From an optimization exercise on the open Yosys and OpenROAD flow, aimed at small area; shortcuts taken in it are not production practice.
The RTL of this run was laid out without a check of its function.

### design/flow/run.sh
#!/bin/bash
# synth_recipe.tcl (not shown) runs the flow's synth.tcl, then flattens the netlist and writes it again
# the make line also repeats each setting of config.mk as NAME=value (left out here)
make -C /OpenROAD-flow-scripts/flow DESIGN_CONFIG=/design/flow/config.mk WORK_HOME=/design/flow/orfs CLKGATE_MAP_FILE= SYNTH_SCRIPT=/design/flow/synth_recipe.tcl finish
### design/flow/config.mk
export PLATFORM = sky130hd
export DESIGN_NAME = CNN_Two_Layer
export DESIGN_NICKNAME = CNN_Two_Layer
export VERILOG_FILES = /design/flow/design.v
export SDC_FILE = /design/flow/constraint.sdc
export NUM_CORES = 4
export LEC_CHECK = 0
export ABC_AREA = 1
export CAP_MARGIN = 20
export CORE_MARGIN = 2
export CORE_UTILIZATION = 60
export CTS_BUF_LIST = sky130_fd_sc_hd__clkbuf_4 sky130_fd_sc_hd__clkbuf_8
export CTS_CLUSTER_SIZE = 20
export SLEW_MARGIN = 20
### design/flow/constraint.sdc
create_clock -name core_clock -period 8.0 [get_ports {clk}]
set_input_delay 1.6000 -clock core_clock [delete_from_list [all_inputs] [get_ports {clk}]]
set_output_delay 1.6000 -clock core_clock [all_outputs]
set_load 0.01 [all_outputs]
### design/flow/design.v
`timescale 1ns / 1ps
`timescale 1ns / 1ps
module Add3Relu8(x, y, z, r);
  input [7:0] x, y, z;
  output [8:0] r;
  wire [9:0] s;
  wire n1;
  wire n2;
  wire n3;
  wire n4;
  wire n5;
  wire n6;
  wire n7;
  wire n8;
  wire n9;
  wire n10;
  wire n11;
  wire n12;
  wire n13;
  wire n14;
  wire n15;
  wire n16;
  wire n17;
  wire n18;
  wire n19;
  wire n20;
  wire n21;
  wire n22;
  wire n23;
  wire n24;
  wire n25;
  wire n26;
  wire n27;
  wire n28;
  wire n29;
  wire n30;
  wire n31;
  wire n32;
  wire n33;
  wire n34;
  assign n1 = x[0] ^ y[0] ^ z[0];
  assign n2 = (x[0] & y[0]) | (x[0] & z[0]) | (y[0] & z[0]);
  assign n3 = x[1] ^ y[1] ^ z[1];
  assign n4 = (x[1] & y[1]) | (x[1] & z[1]) | (y[1] & z[1]);
  assign n5 = n2 ^ n3;
  assign n6 = n2 & n3;
  assign n7 = x[2] ^ y[2] ^ z[2];
  assign n8 = (x[2] & y[2]) | (x[2] & z[2]) | (y[2] & z[2]);
  assign n9 = n4 ^ n7 ^ n6;
  assign n10 = (n4 & n7) | (n4 & n6) | (n7 & n6);
  assign n11 = x[3] ^ y[3] ^ z[3];
  assign n12 = (x[3] & y[3]) | (x[3] & z[3]) | (y[3] & z[3]);
  assign n13 = n8 ^ n11 ^ n10;
  assign n14 = (n8 & n11) | (n8 & n10) | (n11 & n10);
  assign n15 = x[4] ^ y[4] ^ z[4];
  assign n16 = (x[4] & y[4]) | (x[4] & z[4]) | (y[4] & z[4]);
  assign n17 = n12 ^ n15 ^ n14;
  assign n18 = (n12 & n15) | (n12 & n14) | (n15 & n14);
  assign n19 = x[5] ^ y[5] ^ z[5];
  assign n20 = (x[5] & y[5]) | (x[5] & z[5]) | (y[5] & z[5]);
  assign n21 = n16 ^ n19 ^ n18;
  assign n22 = (n16 & n19) | (n16 & n18) | (n19 & n18);
  assign n23 = x[6] ^ y[6] ^ z[6];
  assign n24 = (x[6] & y[6]) | (x[6] & z[6]) | (y[6] & z[6]);
  assign n25 = n20 ^ n23 ^ n22;
  assign n26 = (n20 & n23) | (n20 & n22) | (n23 & n22);
  assign n27 = ~x[7] ^ ~y[7] ^ ~z[7];
  assign n28 = (~x[7] & ~y[7]) | (~x[7] & ~z[7]) | (~y[7] & ~z[7]);
  assign n29 = n24 ^ n27 ^ n26;
  assign n30 = (n24 & n27) | (n24 & n26) | (n27 & n26);
  assign n31 = ~n29;
  assign n32 = n28 ^ n30 ^ n29;
  assign n33 = (n28 & n30) | (n28 & n29) | (n30 & n29);
  assign n34 = ~n33;
  assign s = {n34, n32, n31, n25, n21, n17, n13, n9, n5, n1};
  assign r = s[9] ? 9'd0 : s[8:0];
endmodule
module Add3Relu19(x, y, z, r);
  input [18:0] x, y, z;
  output [18:0] r;
  wire [19:0] s;
  wire n1;
  wire n2;
  wire n3;
  wire n4;
  wire n5;
  wire n6;
  wire n7;
  wire n8;
  wire n9;
  wire n10;
  wire n11;
  wire n12;
  wire n13;
  wire n14;
  wire n15;
  wire n16;
  wire n17;
  wire n18;
  wire n19;
  wire n20;
  wire n21;
  wire n22;
  wire n23;
  wire n24;
  wire n25;
  wire n26;
  wire n27;
  wire n28;
  wire n29;
  wire n30;
  wire n31;
  wire n32;
  wire n33;
  wire n34;
  wire n35;
  wire n36;
  wire n37;
  wire n38;
  wire n39;
  wire n40;
  wire n41;
  wire n42;
  wire n43;
  wire n44;
  wire n45;
  wire n46;
  wire n47;
  wire n48;
  wire n49;
  wire n50;
  wire n51;
  wire n52;
  wire n53;
  wire n54;
  wire n55;
  wire n56;
  wire n57;
  wire n58;
  wire n59;
  wire n60;
  wire n61;
  wire n62;
  wire n63;
  wire n64;
  wire n65;
  wire n66;
  wire n67;
  wire n68;
  wire n69;
  wire n70;
  wire n71;
  wire n72;
  wire n73;
  wire n74;
  wire n75;
  wire n76;
  assign n1 = x[0] ^ y[0] ^ z[0];
  assign n2 = (x[0] & y[0]) | (x[0] & z[0]) | (y[0] & z[0]);
  assign n3 = x[1] ^ y[1] ^ z[1];
  assign n4 = (x[1] & y[1]) | (x[1] & z[1]) | (y[1] & z[1]);
  assign n5 = n2 ^ n3;
  assign n6 = n2 & n3;
  assign n7 = x[2] ^ y[2] ^ z[2];
  assign n8 = (x[2] & y[2]) | (x[2] & z[2]) | (y[2] & z[2]);
  assign n9 = n4 ^ n7 ^ n6;
  assign n10 = (n4 & n7) | (n4 & n6) | (n7 & n6);
  assign n11 = x[3] ^ y[3] ^ z[3];
  assign n12 = (x[3] & y[3]) | (x[3] & z[3]) | (y[3] & z[3]);
  assign n13 = n8 ^ n11 ^ n10;
  assign n14 = (n8 & n11) | (n8 & n10) | (n11 & n10);
  assign n15 = x[4] ^ y[4] ^ z[4];
  assign n16 = (x[4] & y[4]) | (x[4] & z[4]) | (y[4] & z[4]);
  assign n17 = n12 ^ n15 ^ n14;
  assign n18 = (n12 & n15) | (n12 & n14) | (n15 & n14);
  assign n19 = x[5] ^ y[5] ^ z[5];
  assign n20 = (x[5] & y[5]) | (x[5] & z[5]) | (y[5] & z[5]);
  assign n21 = n16 ^ n19 ^ n18;
  assign n22 = (n16 & n19) | (n16 & n18) | (n19 & n18);
  assign n23 = x[6] ^ y[6] ^ z[6];
  assign n24 = (x[6] & y[6]) | (x[6] & z[6]) | (y[6] & z[6]);
  assign n25 = n20 ^ n23 ^ n22;
  assign n26 = (n20 & n23) | (n20 & n22) | (n23 & n22);
  assign n27 = x[7] ^ y[7] ^ z[7];
  assign n28 = (x[7] & y[7]) | (x[7] & z[7]) | (y[7] & z[7]);
  assign n29 = n24 ^ n27 ^ n26;
  assign n30 = (n24 & n27) | (n24 & n26) | (n27 & n26);
  assign n31 = x[8] ^ y[8] ^ z[8];
  assign n32 = (x[8] & y[8]) | (x[8] & z[8]) | (y[8] & z[8]);
  assign n33 = n28 ^ n31 ^ n30;
  assign n34 = (n28 & n31) | (n28 & n30) | (n31 & n30);
  assign n35 = x[9] ^ y[9] ^ z[9];
  assign n36 = (x[9] & y[9]) | (x[9] & z[9]) | (y[9] & z[9]);
  assign n37 = n32 ^ n35 ^ n34;
  assign n38 = (n32 & n35) | (n32 & n34) | (n35 & n34);
  assign n39 = x[10] ^ y[10] ^ z[10];
  assign n40 = (x[10] & y[10]) | (x[10] & z[10]) | (y[10] & z[10]);
  assign n41 = n36 ^ n39 ^ n38;
  assign n42 = (n36 & n39) | (n36 & n38) | (n39 & n38);
  assign n43 = x[11] ^ y[11] ^ z[11];
  assign n44 = (x[11] & y[11]) | (x[11] & z[11]) | (y[11] & z[11]);
  assign n45 = n40 ^ n43 ^ n42;
  assign n46 = (n40 & n43) | (n40 & n42) | (n43 & n42);
  assign n47 = x[12] ^ y[12] ^ z[12];
  assign n48 = (x[12] & y[12]) | (x[12] & z[12]) | (y[12] & z[12]);
  assign n49 = n44 ^ n47 ^ n46;
  assign n50 = (n44 & n47) | (n44 & n46) | (n47 & n46);
  assign n51 = x[13] ^ y[13] ^ z[13];
  assign n52 = (x[13] & y[13]) | (x[13] & z[13]) | (y[13] & z[13]);
  assign n53 = n48 ^ n51 ^ n50;
  assign n54 = (n48 & n51) | (n48 & n50) | (n51 & n50);
  assign n55 = x[14] ^ y[14] ^ z[14];
  assign n56 = (x[14] & y[14]) | (x[14] & z[14]) | (y[14] & z[14]);
  assign n57 = n52 ^ n55 ^ n54;
  assign n58 = (n52 & n55) | (n52 & n54) | (n55 & n54);
  assign n59 = x[15] ^ y[15] ^ z[15];
  assign n60 = (x[15] & y[15]) | (x[15] & z[15]) | (y[15] & z[15]);
  assign n61 = n56 ^ n59 ^ n58;
  assign n62 = (n56 & n59) | (n56 & n58) | (n59 & n58);
  assign n63 = x[16] ^ y[16] ^ z[16];
  assign n64 = (x[16] & y[16]) | (x[16] & z[16]) | (y[16] & z[16]);
  assign n65 = n60 ^ n63 ^ n62;
  assign n66 = (n60 & n63) | (n60 & n62) | (n63 & n62);
  assign n67 = x[17] ^ y[17] ^ z[17];
  assign n68 = (x[17] & y[17]) | (x[17] & z[17]) | (y[17] & z[17]);
  assign n69 = n64 ^ n67 ^ n66;
  assign n70 = (n64 & n67) | (n64 & n66) | (n67 & n66);
  assign n71 = ~x[18] ^ ~y[18] ^ ~z[18];
  assign n72 = (~x[18] & ~y[18]) | (~x[18] & ~z[18]) | (~y[18] & ~z[18]);
  assign n73 = n68 ^ n71 ^ n70;
  assign n74 = (n68 & n71) | (n68 & n70) | (n71 & n70);
  assign n75 = ~n73;
  assign n76 = n72 ^ n74 ^ n73;
  assign s = {n76, n75, n69, n65, n61, n57, n53, n49, n45, n41, n37, n33, n29, n25, n21, n17, n13, n9, n5, n1};
  assign r = s[19] ? 19'd0 : s[18:0];
endmodule
`timescale 1ns / 1ps
module MulU4S4(a, b, p);
  input [3:0] a;
  input [3:0] b;
  output [7:0] p;
  wire n1;
  wire n2;
  wire n3;
  wire n4;
  wire n5;
  wire n6;
  wire n7;
  wire n8;
  wire n9;
  wire n10;
  wire n11;
  wire n12;
  wire n13;
  wire n14;
  wire n15;
  wire n16;
  wire n17;
  wire n18;
  wire n19;
  wire n20;
  wire n21;
  wire n22;
  wire n23;
  wire n24;
  wire n25;
  assign n1 = (a[1] & b[0]) ^ (a[0] & b[1]);
  assign n2 = (a[1] & b[0]) & (a[0] & b[1]);
  assign n3 = (a[2] & b[0]) ^ (a[1] & b[1]) ^ (a[0] & b[2]);
  assign n4 = ((a[2] & b[0]) & (a[1] & b[1])) | ((a[2] & b[0]) & (a[0] & b[2])) | ((a[1] & b[1]) & (a[0] & b[2]));
  assign n5 = n2 ^ n3;
  assign n6 = n2 & n3;
  assign n7 = (a[3] & b[0]) ^ (a[2] & b[1]) ^ (a[1] & b[2]);
  assign n8 = ((a[3] & b[0]) & (a[2] & b[1])) | ((a[3] & b[0]) & (a[1] & b[2])) | ((a[2] & b[1]) & (a[1] & b[2]));
  assign n9 = ~(a[0] & b[3]) ^ n4 ^ n7;
  assign n10 = (~(a[0] & b[3]) & n4) | (~(a[0] & b[3]) & n7) | (n4 & n7);
  assign n11 = ~(n6 ^ n9);
  assign n12 = n6 | n9;
  assign n13 = (a[3] & b[1]) ^ (a[2] & b[2]) ^ ~(a[1] & b[3]);
  assign n14 = ((a[3] & b[1]) & (a[2] & b[2])) | ((a[3] & b[1]) & ~(a[1] & b[3])) | ((a[2] & b[2]) & ~(a[1] & b[3]));
  assign n15 = n8 ^ n13 ^ n10;
  assign n16 = (n8 & n13) | (n8 & n10) | (n13 & n10);
  assign n17 = n12 ^ n15;
  assign n18 = n12 & n15;
  assign n19 = (a[3] & b[2]) ^ ~(a[2] & b[3]) ^ n14;
  assign n20 = ((a[3] & b[2]) & ~(a[2] & b[3])) | ((a[3] & b[2]) & n14) | (~(a[2] & b[3]) & n14);
  assign n21 = n19 ^ n16 ^ n18;
  assign n22 = (n19 & n16) | (n19 & n18) | (n16 & n18);
  assign n23 = ~(a[3] & b[3]) ^ n20 ^ n22;
  assign n24 = (~(a[3] & b[3]) & n20) | (~(a[3] & b[3]) & n22) | (n20 & n22);
  assign n25 = ~n24;
  assign p = {n25, n23, n21, n17, n11, n5, n1, (a[0] & b[0])};
endmodule
module MulU9S10(a, b, p);
  input [8:0] a;
  input [9:0] b;
  output [18:0] p;
  wire n1;
  wire n2;
  wire n3;
  wire n4;
  wire n5;
  wire n6;
  wire n7;
  wire n8;
  wire n9;
  wire n10;
  wire n11;
  wire n12;
  wire n13;
  wire n14;
  wire n15;
  wire n16;
  wire n17;
  wire n18;
  wire n19;
  wire n20;
  wire n21;
  wire n22;
  wire n23;
  wire n24;
  wire n25;
  wire n26;
  wire n27;
  wire n28;
  wire n29;
  wire n30;
  wire n31;
  wire n32;
  wire n33;
  wire n34;
  wire n35;
  wire n36;
  wire n37;
  wire n38;
  wire n39;
  wire n40;
  wire n41;
  wire n42;
  wire n43;
  wire n44;
  wire n45;
  wire n46;
  wire n47;
  wire n48;
  wire n49;
  wire n50;
  wire n51;
  wire n52;
  wire n53;
  wire n54;
  wire n55;
  wire n56;
  wire n57;
  wire n58;
  wire n59;
  wire n60;
  wire n61;
  wire n62;
  wire n63;
  wire n64;
  wire n65;
  wire n66;
  wire n67;
  wire n68;
  wire n69;
  wire n70;
  wire n71;
  wire n72;
  wire n73;
  wire n74;
  wire n75;
  wire n76;
  wire n77;
  wire n78;
  wire n79;
  wire n80;
  wire n81;
  wire n82;
  wire n83;
  wire n84;
  wire n85;
  wire n86;
  wire n87;
  wire n88;
  wire n89;
  wire n90;
  wire n91;
  wire n92;
  wire n93;
  wire n94;
  wire n95;
  wire n96;
  wire n97;
  wire n98;
  wire n99;
  wire n100;
  wire n101;
  wire n102;
  wire n103;
  wire n104;
  wire n105;
  wire n106;
  wire n107;
  wire n108;
  wire n109;
  wire n110;
  wire n111;
  wire n112;
  wire n113;
  wire n114;
  wire n115;
  wire n116;
  wire n117;
  wire n118;
  wire n119;
  wire n120;
  wire n121;
  wire n122;
  wire n123;
  wire n124;
  wire n125;
  wire n126;
  wire n127;
  wire n128;
  wire n129;
  wire n130;
  wire n131;
  wire n132;
  wire n133;
  wire n134;
  wire n135;
  wire n136;
  wire n137;
  wire n138;
  wire n139;
  wire n140;
  wire n141;
  wire n142;
  wire n143;
  wire n144;
  wire n145;
  wire n146;
  wire n147;
  wire n148;
  wire n149;
  wire n150;
  wire n151;
  wire n152;
  wire n153;
  wire n154;
  wire n155;
  wire n156;
  wire n157;
  wire n158;
  wire n159;
  wire n160;
  wire n161;
  wire n162;
  assign n1 = (a[1] & b[0]) ^ (a[0] & b[1]);
  assign n2 = (a[1] & b[0]) & (a[0] & b[1]);
  assign n3 = (a[2] & b[0]) ^ (a[1] & b[1]) ^ (a[0] & b[2]);
  assign n4 = ((a[2] & b[0]) & (a[1] & b[1])) | ((a[2] & b[0]) & (a[0] & b[2])) | ((a[1] & b[1]) & (a[0] & b[2]));
  assign n5 = n2 ^ n3;
  assign n6 = n2 & n3;
  assign n7 = (a[3] & b[0]) ^ (a[2] & b[1]) ^ (a[1] & b[2]);
  assign n8 = ((a[3] & b[0]) & (a[2] & b[1])) | ((a[3] & b[0]) & (a[1] & b[2])) | ((a[2] & b[1]) & (a[1] & b[2]));
  assign n9 = (a[0] & b[3]) ^ n4 ^ n7;
  assign n10 = ((a[0] & b[3]) & n4) | ((a[0] & b[3]) & n7) | (n4 & n7);
  assign n11 = n6 ^ n9;
  assign n12 = n6 & n9;
  assign n13 = (a[4] & b[0]) ^ (a[3] & b[1]) ^ (a[2] & b[2]);
  assign n14 = ((a[4] & b[0]) & (a[3] & b[1])) | ((a[4] & b[0]) & (a[2] & b[2])) | ((a[3] & b[1]) & (a[2] & b[2]));
  assign n15 = (a[1] & b[3]) ^ (a[0] & b[4]) ^ n8;
  assign n16 = ((a[1] & b[3]) & (a[0] & b[4])) | ((a[1] & b[3]) & n8) | ((a[0] & b[4]) & n8);
  assign n17 = n13 ^ n10 ^ n15;
  assign n18 = (n13 & n10) | (n13 & n15) | (n10 & n15);
  assign n19 = n12 ^ n17;
  assign n20 = n12 & n17;
  assign n21 = (a[5] & b[0]) ^ (a[4] & b[1]) ^ (a[3] & b[2]);
  assign n22 = ((a[5] & b[0]) & (a[4] & b[1])) | ((a[5] & b[0]) & (a[3] & b[2])) | ((a[4] & b[1]) & (a[3] & b[2]));
  assign n23 = (a[2] & b[3]) ^ (a[1] & b[4]) ^ (a[0] & b[5]);
  assign n24 = ((a[2] & b[3]) & (a[1] & b[4])) | ((a[2] & b[3]) & (a[0] & b[5])) | ((a[1] & b[4]) & (a[0] & b[5]));
  assign n25 = n14 ^ n21 ^ n23;
  assign n26 = (n14 & n21) | (n14 & n23) | (n21 & n23);
  assign n27 = n16 ^ n25 ^ n18;
  assign n28 = (n16 & n25) | (n16 & n18) | (n25 & n18);
  assign n29 = n20 ^ n27;
  assign n30 = n20 & n27;
  assign n31 = (a[6] & b[0]) ^ (a[5] & b[1]) ^ (a[4] & b[2]);
  assign n32 = ((a[6] & b[0]) & (a[5] & b[1])) | ((a[6] & b[0]) & (a[4] & b[2])) | ((a[5] & b[1]) & (a[4] & b[2]));
  assign n33 = (a[3] & b[3]) ^ (a[2] & b[4]) ^ (a[1] & b[5]);
  assign n34 = ((a[3] & b[3]) & (a[2] & b[4])) | ((a[3] & b[3]) & (a[1] & b[5])) | ((a[2] & b[4]) & (a[1] & b[5]));
  assign n35 = (a[0] & b[6]) ^ n22 ^ n24;
  assign n36 = ((a[0] & b[6]) & n22) | ((a[0] & b[6]) & n24) | (n22 & n24);
  assign n37 = n31 ^ n33 ^ n26;
  assign n38 = (n31 & n33) | (n31 & n26) | (n33 & n26);
  assign n39 = n35 ^ n37 ^ n28;
  assign n40 = (n35 & n37) | (n35 & n28) | (n37 & n28);
  assign n41 = n30 ^ n39;
  assign n42 = n30 & n39;
  assign n43 = (a[7] & b[0]) ^ (a[6] & b[1]) ^ (a[5] & b[2]);
  assign n44 = ((a[7] & b[0]) & (a[6] & b[1])) | ((a[7] & b[0]) & (a[5] & b[2])) | ((a[6] & b[1]) & (a[5] & b[2]));
  assign n45 = (a[4] & b[3]) ^ (a[3] & b[4]) ^ (a[2] & b[5]);
  assign n46 = ((a[4] & b[3]) & (a[3] & b[4])) | ((a[4] & b[3]) & (a[2] & b[5])) | ((a[3] & b[4]) & (a[2] & b[5]));
  assign n47 = (a[1] & b[6]) ^ (a[0] & b[7]) ^ n32;
  assign n48 = ((a[1] & b[6]) & (a[0] & b[7])) | ((a[1] & b[6]) & n32) | ((a[0] & b[7]) & n32);
  assign n49 = n34 ^ n43 ^ n45;
  assign n50 = (n34 & n43) | (n34 & n45) | (n43 & n45);
  assign n51 = n36 ^ n47 ^ n49;
  assign n52 = (n36 & n47) | (n36 & n49) | (n47 & n49);
  assign n53 = n38 ^ n51 ^ n40;
  assign n54 = (n38 & n51) | (n38 & n40) | (n51 & n40);
  assign n55 = n42 ^ n53;
  assign n56 = n42 & n53;
  assign n57 = (a[8] & b[0]) ^ (a[7] & b[1]) ^ (a[6] & b[2]);
  assign n58 = ((a[8] & b[0]) & (a[7] & b[1])) | ((a[8] & b[0]) & (a[6] & b[2])) | ((a[7] & b[1]) & (a[6] & b[2]));
  assign n59 = (a[5] & b[3]) ^ (a[4] & b[4]) ^ (a[3] & b[5]);
  assign n60 = ((a[5] & b[3]) & (a[4] & b[4])) | ((a[5] & b[3]) & (a[3] & b[5])) | ((a[4] & b[4]) & (a[3] & b[5]));
  assign n61 = (a[2] & b[6]) ^ (a[1] & b[7]) ^ (a[0] & b[8]);
  assign n62 = ((a[2] & b[6]) & (a[1] & b[7])) | ((a[2] & b[6]) & (a[0] & b[8])) | ((a[1] & b[7]) & (a[0] & b[8]));
  assign n63 = n44 ^ n46 ^ n57;
  assign n64 = (n44 & n46) | (n44 & n57) | (n46 & n57);
  assign n65 = n59 ^ n61 ^ n48;
  assign n66 = (n59 & n61) | (n59 & n48) | (n61 & n48);
  assign n67 = n50 ^ n63 ^ n65;
  assign n68 = (n50 & n63) | (n50 & n65) | (n63 & n65);
  assign n69 = n52 ^ n67 ^ n54;
  assign n70 = (n52 & n67) | (n52 & n54) | (n67 & n54);
  assign n71 = n56 ^ n69;
  assign n72 = n56 & n69;
  assign n73 = (a[8] & b[1]) ^ (a[7] & b[2]) ^ (a[6] & b[3]);
  assign n74 = ((a[8] & b[1]) & (a[7] & b[2])) | ((a[8] & b[1]) & (a[6] & b[3])) | ((a[7] & b[2]) & (a[6] & b[3]));
  assign n75 = (a[5] & b[4]) ^ (a[4] & b[5]) ^ (a[3] & b[6]);
  assign n76 = ((a[5] & b[4]) & (a[4] & b[5])) | ((a[5] & b[4]) & (a[3] & b[6])) | ((a[4] & b[5]) & (a[3] & b[6]));
  assign n77 = (a[2] & b[7]) ^ (a[1] & b[8]) ^ ~(a[0] & b[9]);
  assign n78 = ((a[2] & b[7]) & (a[1] & b[8])) | ((a[2] & b[7]) & ~(a[0] & b[9])) | ((a[1] & b[8]) & ~(a[0] & b[9]));
  assign n79 = n58 ^ n60 ^ n62;
  assign n80 = (n58 & n60) | (n58 & n62) | (n60 & n62);
  assign n81 = n73 ^ n75 ^ n77;
  assign n82 = (n73 & n75) | (n73 & n77) | (n75 & n77);
  assign n83 = n64 ^ n79 ^ n81;
  assign n84 = (n64 & n79) | (n64 & n81) | (n79 & n81);
  assign n85 = n66 ^ n83 ^ n68;
  assign n86 = (n66 & n83) | (n66 & n68) | (n83 & n68);
  assign n87 = n85 ^ n70 ^ n72;
  assign n88 = (n85 & n70) | (n85 & n72) | (n70 & n72);
  assign n89 = ~n87;
  assign n90 = (a[8] & b[2]) ^ (a[7] & b[3]) ^ (a[6] & b[4]);
  assign n91 = ((a[8] & b[2]) & (a[7] & b[3])) | ((a[8] & b[2]) & (a[6] & b[4])) | ((a[7] & b[3]) & (a[6] & b[4]));
  assign n92 = (a[5] & b[5]) ^ (a[4] & b[6]) ^ (a[3] & b[7]);
  assign n93 = ((a[5] & b[5]) & (a[4] & b[6])) | ((a[5] & b[5]) & (a[3] & b[7])) | ((a[4] & b[6]) & (a[3] & b[7]));
  assign n94 = (a[2] & b[8]) ^ ~(a[1] & b[9]) ^ n74;
  assign n95 = ((a[2] & b[8]) & ~(a[1] & b[9])) | ((a[2] & b[8]) & n74) | (~(a[1] & b[9]) & n74);
  assign n96 = n76 ^ n78 ^ n90;
  assign n97 = (n76 & n78) | (n76 & n90) | (n78 & n90);
  assign n98 = n92 ^ n80 ^ n82;
  assign n99 = (n92 & n80) | (n92 & n82) | (n80 & n82);
  assign n100 = n94 ^ n96 ^ n84;
  assign n101 = (n94 & n96) | (n94 & n84) | (n96 & n84);
  assign n102 = n98 ^ n100 ^ n86;
  assign n103 = (n98 & n100) | (n98 & n86) | (n100 & n86);
  assign n104 = n102 ^ n88 ^ n87;
  assign n105 = (n102 & n88) | (n102 & n87) | (n88 & n87);
  assign n106 = (a[8] & b[3]) ^ (a[7] & b[4]) ^ (a[6] & b[5]);
  assign n107 = ((a[8] & b[3]) & (a[7] & b[4])) | ((a[8] & b[3]) & (a[6] & b[5])) | ((a[7] & b[4]) & (a[6] & b[5]));
  assign n108 = (a[5] & b[6]) ^ (a[4] & b[7]) ^ (a[3] & b[8]);
  assign n109 = ((a[5] & b[6]) & (a[4] & b[7])) | ((a[5] & b[6]) & (a[3] & b[8])) | ((a[4] & b[7]) & (a[3] & b[8]));
  assign n110 = ~(a[2] & b[9]) ^ n91 ^ n93;
  assign n111 = (~(a[2] & b[9]) & n91) | (~(a[2] & b[9]) & n93) | (n91 & n93);
  assign n112 = n106 ^ n108 ^ n95;
  assign n113 = (n106 & n108) | (n106 & n95) | (n108 & n95);
  assign n114 = n97 ^ n110 ^ n99;
  assign n115 = (n97 & n110) | (n97 & n99) | (n110 & n99);
  assign n116 = n112 ^ n101 ^ n114;
  assign n117 = (n112 & n101) | (n112 & n114) | (n101 & n114);
  assign n118 = n116 ^ n103 ^ n105;
  assign n119 = (n116 & n103) | (n116 & n105) | (n103 & n105);
  assign n120 = (a[8] & b[4]) ^ (a[7] & b[5]) ^ (a[6] & b[6]);
  assign n121 = ((a[8] & b[4]) & (a[7] & b[5])) | ((a[8] & b[4]) & (a[6] & b[6])) | ((a[7] & b[5]) & (a[6] & b[6]));
  assign n122 = (a[5] & b[7]) ^ (a[4] & b[8]) ^ ~(a[3] & b[9]);
  assign n123 = ((a[5] & b[7]) & (a[4] & b[8])) | ((a[5] & b[7]) & ~(a[3] & b[9])) | ((a[4] & b[8]) & ~(a[3] & b[9]));
  assign n124 = n107 ^ n109 ^ n120;
  assign n125 = (n107 & n109) | (n107 & n120) | (n109 & n120);
  assign n126 = n122 ^ n111 ^ n124;
  assign n127 = (n122 & n111) | (n122 & n124) | (n111 & n124);
  assign n128 = n113 ^ n126 ^ n115;
  assign n129 = (n113 & n126) | (n113 & n115) | (n126 & n115);
  assign n130 = n117 ^ n128 ^ n119;
  assign n131 = (n117 & n128) | (n117 & n119) | (n128 & n119);
  assign n132 = (a[8] & b[5]) ^ (a[7] & b[6]) ^ (a[6] & b[7]);
  assign n133 = ((a[8] & b[5]) & (a[7] & b[6])) | ((a[8] & b[5]) & (a[6] & b[7])) | ((a[7] & b[6]) & (a[6] & b[7]));
  assign n134 = (a[5] & b[8]) ^ ~(a[4] & b[9]) ^ n121;
  assign n135 = ((a[5] & b[8]) & ~(a[4] & b[9])) | ((a[5] & b[8]) & n121) | (~(a[4] & b[9]) & n121);
  assign n136 = n123 ^ n132 ^ n125;
  assign n137 = (n123 & n132) | (n123 & n125) | (n132 & n125);
  assign n138 = n134 ^ n127 ^ n136;
  assign n139 = (n134 & n127) | (n134 & n136) | (n127 & n136);
  assign n140 = n138 ^ n129 ^ n131;
  assign n141 = (n138 & n129) | (n138 & n131) | (n129 & n131);
  assign n142 = (a[8] & b[6]) ^ (a[7] & b[7]) ^ (a[6] & b[8]);
  assign n143 = ((a[8] & b[6]) & (a[7] & b[7])) | ((a[8] & b[6]) & (a[6] & b[8])) | ((a[7] & b[7]) & (a[6] & b[8]));
  assign n144 = ~(a[5] & b[9]) ^ n133 ^ n142;
  assign n145 = (~(a[5] & b[9]) & n133) | (~(a[5] & b[9]) & n142) | (n133 & n142);
  assign n146 = n135 ^ n144 ^ n137;
  assign n147 = (n135 & n144) | (n135 & n137) | (n144 & n137);
  assign n148 = n139 ^ n146 ^ n141;
  assign n149 = (n139 & n146) | (n139 & n141) | (n146 & n141);
  assign n150 = (a[8] & b[7]) ^ (a[7] & b[8]) ^ ~(a[6] & b[9]);
  assign n151 = ((a[8] & b[7]) & (a[7] & b[8])) | ((a[8] & b[7]) & ~(a[6] & b[9])) | ((a[7] & b[8]) & ~(a[6] & b[9]));
  assign n152 = n143 ^ n150 ^ n145;
  assign n153 = (n143 & n150) | (n143 & n145) | (n150 & n145);
  assign n154 = n152 ^ n147 ^ n149;
  assign n155 = (n152 & n147) | (n152 & n149) | (n147 & n149);
  assign n156 = (a[8] & b[8]) ^ ~(a[7] & b[9]) ^ n151;
  assign n157 = ((a[8] & b[8]) & ~(a[7] & b[9])) | ((a[8] & b[8]) & n151) | (~(a[7] & b[9]) & n151);
  assign n158 = n156 ^ n153 ^ n155;
  assign n159 = (n156 & n153) | (n156 & n155) | (n153 & n155);
  assign n160 = ~(a[8] & b[9]) ^ n157 ^ n159;
  assign n161 = (~(a[8] & b[9]) & n157) | (~(a[8] & b[9]) & n159) | (n157 & n159);
  assign n162 = ~n161;
  assign p = {n162, n160, n158, n154, n148, n140, n130, n118, n104, n89, n71, n55, n41, n29, n19, n11, n5, n1, (a[0] & b[0])};
endmodule
`timescale 1ns / 1ps
module RegisterFile(clk, Start, WriteState, WriteData, Group, ReadData1, ReadData2, ReadData3);
  parameter PW = 8;
  input clk;
  input Start;
  input [3:0] WriteState;
  input [PW-1:0] WriteData;
  input [4:0] Group;
  output reg [PW-1:0] ReadData1, ReadData2, ReadData3;
  function [3:0] entry_state;
    input integer k;
    integer i;
    reg [3:0] s;
    begin
      s = 4'b0001;
      for (i = 0; i < k; i = i + 1) s = {s[2:0], s[3] ^ s[2]};
      entry_state = s;
    end
  endfunction
  reg [PW-1:0] P [0:14];
  genvar k;
  generate
    for (k = 0; k < 15; k = k + 1) begin : entry
      always @(posedge clk)
        if (Start && WriteState == entry_state(k)) P[k] <= WriteData;
    end
  endgenerate
  integer g;
  always @(*) begin
    ReadData1 = {PW{1'b0}};
    ReadData2 = {PW{1'b0}};
    ReadData3 = {PW{1'b0}};
    for (g = 0; g < 5; g = g + 1) begin
      ReadData1 = ReadData1 | ({PW{Group[g]}} & P[3*g]);
      ReadData2 = ReadData2 | ({PW{Group[g]}} & P[3*g+1]);
      ReadData3 = ReadData3 | ({PW{Group[g]}} & P[3*g+2]);
    end
  end
endmodule
`timescale 1ns / 1ps
module AddressCounter(clk, rst_n, Start, ReadEn, WriteState, Group);
  input clk, rst_n;
  input Start;
  input ReadEn;
  output reg [3:0] WriteState;
  output reg [4:0] Group;
  always @(posedge clk or negedge rst_n) begin
    if (!rst_n) begin
      WriteState <= 4'b0001;
      Group <= 5'b00001;
    end else begin
      if (Start) WriteState <= {WriteState[2:0], WriteState[3] ^ WriteState[2]};
      if (ReadEn) Group <= {Group[3:0], Group[4]};
    end
  end
endmodule
`timescale 1ns / 1ps
module CNN_Single_Layer(clk, rst_n, Start, Image, Filter, ReadEn, ConvResult);
    parameter L  = 1;
    parameter IW = 4;    
    parameter FW = 4;    
    parameter PW = 8;    
    parameter SW = 9;    
    input clk;
    input rst_n;
    input Start;
    input [IW-1:0] Image;
    input signed [FW-1:0] Filter;
    input ReadEn;
    output [SW-1:0] ConvResult;
    wire [3:0] WriteState;
    wire [4:0] Group;
    wire [PW-1:0] MultValue;
    wire [PW-1:0] Rd1, Rd2, Rd3;
    wire [SW-1:0] GroupSum;
    reg  [SW-1:0] T, S;
    generate
      if (L == 1) begin : l1
        MulU4S4 Multiplicator (.a(Image), .b(Filter), .p(MultValue));
        Add3Relu8 ADDER (.x(Rd1), .y(Rd2), .z(Rd3), .r(GroupSum));
      end else begin : l2
        MulU9S10 Multiplicator (.a(Image), .b(Filter), .p(MultValue));
        Add3Relu19 ADDER (.x(Rd1), .y(Rd2), .z(Rd3), .r(GroupSum));
      end
    endgenerate
    AddressCounter AddressCounter (.clk(clk), .rst_n(rst_n), .Start(Start), .ReadEn(ReadEn),
        .WriteState(WriteState), .Group(Group));
    RegisterFile #(.PW(PW)) RegisterFile (.clk(clk), .Start(Start), .WriteState(WriteState),
        .WriteData(MultValue), .Group(Group), .ReadData1(Rd1), .ReadData2(Rd2), .ReadData3(Rd3));
    always @(posedge clk or negedge rst_n) begin
        if (!rst_n) begin
            T <= {SW{1'b0}};
            S <= {SW{1'b0}};
        end else begin
            if (ReadEn) T <= GroupSum;
            S <= T;
        end
    end
    assign ConvResult = S;
endmodule
`timescale 1ns / 1ps
module CNN_Two_Layer( 
clk, rst_n,
Start1, Image, Filter1, ReadEn1,
Start2, Filter2, ReadEn2,
ConvResult
    );
    input clk;
    input rst_n;
    input Start1;
    input [3:0] Image;
    input signed [3:0] Filter1;
    input ReadEn1;
    input Start2;
    input signed [9:0] Filter2;
    input ReadEn2;
    output signed [21:0] ConvResult;
    wire [8:0]  layer1_to_layer2;
    wire [18:0] layer2_out;
    CNN_Single_Layer #(.L(1), .IW(4), .FW(4), .PW(8), .SW(9)) Layer1(.clk(clk), .rst_n(rst_n),
        .Start(Start1), .Image(Image), .Filter(Filter1), .ReadEn(ReadEn1), .ConvResult(layer1_to_layer2));
    CNN_Single_Layer #(.L(2), .IW(9), .FW(10), .PW(19), .SW(19)) Layer2(.clk(clk), .rst_n(rst_n),
        .Start(Start2), .Image(layer1_to_layer2), .Filter(Filter2), .ReadEn(ReadEn2), .ConvResult(layer2_out));
    assign ConvResult = {3'b000, layer2_out};
endmodule
==> summary.txt <==
status complete, but fails checks; Fail Reasons setup timing; layout net count 2154; RePlAce Congestion 0.829; Tmin final 8.37 ns; Buffers on Ports 42; IO Count 46; hpwl dp 29700 um; CP Launch Type flop; final hold slack 0.367 ns; Slew HR 34.0%; Initial Util 60.5%; synth top area cells edfxtp_1, fa_1, nand2_1; maximum clock rate 0.119 GHz; first-pass GRT wire length 73200 um; final hold vios 0; commonest non-fill, non-tap cell in the layout nand2_1; Seq/Total Area, Yosys 63.9%; first drt pass iteration count 8; initial antenna violation count 0; synthesized area 0.0219 mm2; Setup WS post-layout -0.371 ns; #FFs+latches synth 479; mean routed wirelength per cell 18.9 um; MaxCap Viol Count 0; gr ovfl total 0; initial DRC count 937; Post-Syn Instances 1866; most frequent CP cell fa_2; H-tree Lvls 3; post-route cell area 0.0249 mm2; Worst path slowest cell dfstp_2; vias in the first global route 13000; post-route DRC violation count 0; GRT Resource Usage Total 26.1%; worst path bufs/invs 6; CP max stage delay 0.58 ns; layout cell share with drive strength beyond 1 14.5%; DRT antenna net count 0; largest area contributor in the synthesized netlist edfxtp_1; Slew Limit Fails 0; Root Driver clkbuf_8; chip width 195 um; Worst setup EP type flop; share of the synthesized area in the top cell type 55.5%; commonest non-fill, non-tap cells in the layout nand2_1, edfxtp_1, inv_1; final setup TNS -6.24 ns; Post-Route WL 47300 um; largest net degree at the start of global routing 75; Syn. warnings 7; Rows 70; critical path class reg2reg; CORE AREA 0.0363 mm2; clock-pin slew on the worst setup and hold paths 0.06 ns; routed vias/inst 5.11; Longest Clk Path Bufs 3; min-delay worst type reg2reg; Syn Area/Cell 11.8 um2; hold buffers post-CTS 0; total CTS buffers 80; crit share post-route 105%; post-place instance area 0.0232 mm2; WP data arrival 8.88 ns; clock sink total 479; clk_skew 0.0257 ns; RSZ-0062 raised after global routing true; vias post-DR 12800; Worst-Skew Late Latency 0.63 ns; area of the die 0.0381 mm2; CTS tree built; Post-Place Worst Slack -0.837 ns; CP required 8.51 ns; die height 195 um; top cell family by delay on the critical path adder cells; # setup viols final 19; unique cell type count in the Yosys netlist 24; Crit Path Max Fanout 8; Layout Area Growth over Synthesis 13.4%; FF-to-FF setup slack -0.37 ns; Worst-Margin Slew 0.986 ns
cells by family (layout without fill, tap and decap cells):
logic type	count (synthesis)	after routing	synth area share, %
compound gates	23	23	0.525
xor+xnor	1	1	0.0400
fa+ha+maj	154	154	13.3
buf+inv	302	475	5.83
flops	479	479	63.9
other cells	1	4	0.0171
simple gates	906	906	16.4
what timing repair did:
item,4_1_cts,5_1_grt
setup buffers,0,3
setup endpoints to repair,49,64
pin swaps,1,3
resized for setup,2,9
layout make-up:
| class | instances | area (um2) |
|---|---|---|
| Antenna cell | 1 | 2.50 |
| Clock buffer | 121 | 1470 |
| Clock inverter | 26 | 170 |
| Fill cell | 2706 | 11400 |
| Inverter | 223 | 838 |
| Multi-Input combinational cell | 1087 | 6870 |
| Sequential cell | 479 | 14000 |
| Tap cell | 468 | 586 |
| Timing Repair Buffer | 105 | 911 |
registers in the layout, summed over array words and instances, names as in the netlist:
name / flops
Layer1.AddressCounter.Group: 5
Layer1.RegisterFile.P: 120
Layer2.AddressCounter.WriteState: 4
Layer2.RegisterFile.P: 285
Layer2.T: 19
Layer2.S: 19
Layer1.T: 9
Layer1.S: 9
Layer2.AddressCounter.Group: 5
Layer1.AddressCounter.WriteState: 4
synthesized netlist by cell type:
cell type	count
xor2_1	1
nand2_2	8
buf_1	2
conb_1	1
fa_1	131
nand3_1	81
dfrtp_1	70
edfxtp_1	405
nor2_2	8
nor2_1	103
inv_1	221
clkinv_1	1
inv_2	1
o21ai_0	21
clkbuf_2	2
dfstp_2	4
ha_1	23
buf_2	39
o21ai_1	2
buf_6	7
buf_4	11
nand2_1	698
nand3_2	8
clkbuf_1	18
stage by stage:
| step | cells | utilization [%] |
|---|---|---|
| 2_1_floorplan | 1868 | - |
| 3_3_place_gp | 2359 | 64.0 |
| 3_5_place_dp | 2359 | 64.0 |
| 4_1_cts | 2506 | 68.5 |
| 5_1_grt | 2509 | 68.6 |
| 6_report | 2510 | 68.6 |
path summary, 6_finish.rpt:
kind                                                     start                             end  cells after the start
worst max-delay path            Layer2.AddressCounter.Group[0]                     Layer2.T[6]                     31
worst min register to register                     Layer1.T[2]                     Layer1.S[2]                      0
worst min-delay path                               Layer1.T[2]                     Layer1.S[2]                      0
max in group asynchronous                                rst_n  Layer2.AddressCounter.Group[2]                      1
min in group asynchronous                                rst_n                     Layer2.S[3]                      1
worst max register to register  Layer2.AddressCounter.Group[0]                     Layer2.T[6]                     31
routing by layer:
layer / vias up / GRT usage [%] / share of wire [%]
met4: 0 / 9.78 / 3.0
met1: 6257 / 34.3 / 42
met3: 96 / 5.09 / 5.3
met5: - / 0 / 0
li1: 6133 / - / -
met2: 351 / 43.7 / 50

==> re-timing with driven ports <==
The results above use ideal ports. As a check the final layout listed here was re-extracted and re-timed, cells and wires unchanged.
Step 1 (the two cells are an assumption about what drives the block):
set clk [get_ports {clk}]
set_driving_cell -lib_cell sky130_fd_sc_hd__clkbuf_16 $clk
set_driving_cell -lib_cell sky130_fd_sc_hd__buf_2 [delete_from_list [all_inputs] $clk]
Step 2 also shifts input and output timing later by t, the mid clock arrival at the registers, as if the neighbouring blocks saw the same clock.
Slacks: ideal ports / drivers / drivers and shift; pairs: ideal ports / drivers.
t (ns): 0.669
slack for setup (ns): -0.371 / -0.371 / -0.435
worst setup path at the end: input to register
worst slew at a driven data input, ns: 0.04
The setup slack of this run moves by 0.000 ns with the drivers and by -0.064 ns with both steps.
